Background: an optimization exercise with open tools, aiming at small area, a short achievable clock period and few clock cycles per item. Do not read the settings as production practice.
Power and IR drop assume default switching activity.

// top_without_mem
module top_without_mem(input dut_run, reset_b, clk,
		       output dut_busy,
		       input[15:0] sram_dut_read_data, wmem_dut_read_data,
		       output[15:0] dut_sram_write_data,
		       output[11:0] dut_sram_write_address, dut_sram_read_address,
		       output[11:0] dut_wmem_read_address, output dut_sram_write_enable
			);
Size: about 620 cells after synthesis, ~90 flip-flops, about 89 I/O pins, roughly 0.0059 mm^2 of cells after synthesis.
==> flow/config.mk <==
export PLATFORM = sky130hd
export DESIGN_NAME = top_without_mem
export DESIGN_NICKNAME = top_without_mem
export VERILOG_FILES = /design/flow/design.v
export SDC_FILE = /design/flow/constraint.sdc
export NUM_CORES = 4
export LEC_CHECK = 0
export CAP_MARGIN = 20
export CORE_MARGIN = 2
export CORE_UTILIZATION = 40
export SETUP_SLACK_MARGIN = 4.3
export SLEW_MARGIN = 20
==> flow/constraint.sdc <==
create_clock -name core_clock -period 6.5 [get_ports {clk}]
set_input_delay 1.3000 -clock core_clock [delete_from_list [all_inputs] [get_ports {clk}]]
set_output_delay 1.3000 -clock core_clock [all_outputs]
set_load 0.01 [all_outputs]
run.sh (not shown) runs the stock make flow with config.mk's settings and CLKGATE_MAP_FILE= SYNTH_SCRIPT=/design/flow/synth_recipe.tcl, a recipe that flattens the netlist after the stock synthesis.
Then changed:
- SETUP_SLACK_MARGIN: 4.3 -> 4.6
The new run completed with no timing, DRC or antenna violations.
Setup slack is better by 14 ps.
Combinational power rises by 30%.
Hold slack gets worse by 12 ps.
Clock power grows by about 1%.
Via count came out higher by 5.1%.
Final area is higher by 21%.
Utilization goes up by 11 points.
Global-route usage increases by 2.2 points.
Then changed:
- SETUP_SLACK_MARGIN: 4.6 -> 0
Result:
- clock-buffer cell count climbs by 1
- setup slack is worse by 970 ps
- final area is lower by about 25%
- final cell count came out lower by 11%
- combinational power came out lower by 32%
- sequential share of layout area grows by 5.8 points
Function was not checked in any run of this note: the RTL went through the layout flow alone.

---

Another version of the RTL of top_without_mem (not shown whole).
Size in the first run: roughly 630 cells after synthesis, about 89 I/O pins.
Design top_without_mem, start of the top module:
module top_without_mem(input dut_run, reset_b, clk,
		       output dut_busy,
		       input[15:0] sram_dut_read_data, wmem_dut_read_data,
		       output[15:0] dut_sram_write_data,
		       output[11:0] dut_sram_write_address, dut_sram_read_address,
		       output[11:0] dut_wmem_read_address, output dut_sram_write_enable
			);
Settings: LEC_CHECK=0, CAP_MARGIN=20, CORE_MARGIN=2, CORE_UTILIZATION=60, SETUP_SLACK_MARGIN=4.1, SLEW_MARGIN=20; clock period 6.5 ns.
standard.sh (not shown) runs the stock make flow with config.mk's settings and CLKGATE_MAP_FILE= SYNTH_SCRIPT=/design/flow/synth_recipe.tcl, a recipe that flattens the netlist after the stock synthesis.
==> flow/flow/run.sh <==
#!/bin/bash
# The standard layout, with plain buffers (not delay cells) on the ports.
set -euo pipefail
export BUFFER_PORTS_ARGS="-buffer_cell sky130_fd_sc_hd__buf_1"
bash standard.sh > standard.log 2>&1
The baseline finished with timing, DRC and antenna clean.
Next try:
==> flow/flow/run.sh (replaced) <==
#!/bin/bash
# The standard layout, with two changes: ABC maps the logic with an area-oriented script
# (flow/abc.script, through flow/synth.tcl), and the ports get plain buffers, not delay cells.
set -euo pipefail
W=$(pwd)
export BUFFER_PORTS_ARGS="-buffer_cell sky130_fd_sc_hd__buf_1"
export FLOW_ABC_SCRIPT="$W/flow/abc.script"
bash standard.sh SYNTH_SCRIPT="$W/flow/synth.tcl" finish > standard.log 2>&1
==> flow/flow/abc.script (new file) <==
&get -n
&st
&dch
&nf -a
&put
topo
stime -c
==> flow/flow/synth.tcl (new file) <==
# synth_recipe.tcl (the standard synthesis script), except that ABC maps the logic with
# flow/abc.script instead of ORFS's abc_speed.script. Registers are mapped before ABC runs,
# so they are the standard synthesis's.
proc synth {args} { yosys synth -nofsm -noshare {*}$args }
proc abc {args} {
  set i [lsearch $args -script]
  if {$i >= 0} { set args [lreplace $args [expr {$i+1}] [expr {$i+1}] $::env(FLOW_ABC_SCRIPT)] }
  yosys abc {*}$args
}
source $::env(SCRIPTS_DIR)/synth.tcl
# left out here: clear keep_hierarchy, flatten, clean up, hide names made inside functions, write 1_2_yosys.v
- SETUP_SLACK_MARGIN: 4.1 -> 4.2
=> Cell area went down by 8.5%. Wire length went down by 11%. Clock skew goes up by 0.0046 ns. Via count falls by 11%. Clock-buffer cell count is unchanged. Worst hold slack got worse by 0.0048 ns. Flip-flop and latch count stays the same. Synthesized cell count shrinks by 8.5%.
Next try:
==> flow/flow/run.sh (replaced) <==
#!/bin/bash
# The standard layout, with plain buffers (not delay cells) on the ports.
set -euo pipefail
export BUFFER_PORTS_ARGS="-buffer_cell sky130_fd_sc_hd__buf_1"
bash standard.sh > standard.log 2>&1
- SETUP_SLACK_MARGIN: 4.2 -> 4.3
removed: flow/flow/abc.script
removed: flow/flow/synth.tcl
Result: Synthesized area rose by about 11%. Total power rose by 16%. Wire length rose by 28%. Design area rose by about 25%. Die area rose by 11%. Cell count rose by 14%. Setup slack gets better by 0.086 ns. Count of clock-buffer cells in the layout fell by 2. Via count rose by about 17%.
Next try:
- SETUP_SLACK_MARGIN: 4.3 -> 4.2
=> Routed wire length falls by 6.1%. Total power came out lower by 4.4%. Setup slack got worse by 0.11 ns. Die area does not change. Sequential power grows by about 1%. Design area goes down by 7.6%. First-iteration DRC count falls by 26%. Global-route usage hardly moves.
Next try:
==> flow/flow/run.sh (replaced) <==
#!/bin/bash
# The standard layout, with two changes: ABC maps the logic with an area-oriented script
# (flow/abc.script, through flow/synth.tcl), and the ports get plain buffers, not delay cells.
set -euo pipefail
W=$(pwd)
export BUFFER_PORTS_ARGS="-buffer_cell sky130_fd_sc_hd__buf_1"
export FLOW_ABC_SCRIPT="$W/flow/abc.script"
bash standard.sh SYNTH_SCRIPT="$W/flow/synth.tcl" finish > standard.log 2>&1
==> flow/flow/abc.script (new file) <==
&get -n
&st
&dch
&nf -a
&put
topo
stime -c
==> flow/flow/synth.tcl (new file) <==
# synth_recipe.tcl (the standard synthesis script), except that ABC maps the logic with
# flow/abc.script instead of ORFS's abc_speed.script. Registers are mapped before ABC runs,
# so they are the standard synthesis's.
proc synth {args} { yosys synth -nofsm -noshare {*}$args }
proc abc {args} {
  set i [lsearch $args -script]
  if {$i >= 0} { set args [lreplace $args [expr {$i+1}] [expr {$i+1}] $::env(FLOW_ABC_SCRIPT)] }
  yosys abc {*}$args
}
source $::env(SCRIPTS_DIR)/synth.tcl
# left out here: clear keep_hierarchy, flatten, clean up, hide names made inside functions, write 1_2_yosys.v
- SETUP_SLACK_MARGIN: 4.2 -> 4.3
Via count falls by 12%.
Count of clock-buffer cells in the layout goes up by 1.
Clock power went up by 8.9%.
Routed wire length shrinks by 14%.
No functional check of the RTL was part of any run of this note.

-- static timing again, ports no longer ideal --
How much do the figures lean on ideal ports? The routed layouts below were timed once more, with nothing changed but the port constraints. Step 1: set_driving_cell puts a clkbuf_16 on clk and a buf_2 on each other input, an assumption about the parent block. Step 2 moves the port delays by t, midway between the first and last clock arrival at a register: inputs arrive t later, outputs are due t later. That takes back most of the time a late clock gives input paths. a / b / c = ideal / step 1 / step 2; a / b = the first two.
run	t (ns)	setup slack, ns	worst hold slack (ns)	worst data-port slew with drivers (ns)
the first run of note 1	0.390	4.198 / 4.175 / 3.786	0.367 / 0.367 / 0.367	0.06
the second run of note 1	0.388	4.213 / 4.188 / 3.801	0.355 / 0.355 / 0.355	0.06
the third run of note 1	0.386	3.247 / 3.207 / 3.087	0.360 / 0.360 / 0.360	0.05
the first run of note 2	0.397	4.155 / 4.149 / 3.764	0.371 / 0.371 / 0.371	0.05
the second run of note 2	0.385	4.209 / 4.176 / 3.936	0.366 / 0.366 / 0.366	0.04
the third run of note 2	0.387	4.295 / 4.262 / 3.946	0.363 / 0.363 / 0.363	0.04
the fourth run of note 2	0.411	4.189 / 4.189 / 3.831	0.367 / 0.367 / 0.367	0.04
the fifth run of note 2	0.385	4.217 / 4.182 / 3.994	0.366 / 0.366 / 0.366	0.04
After both steps setup and hold are still met in every run listed.
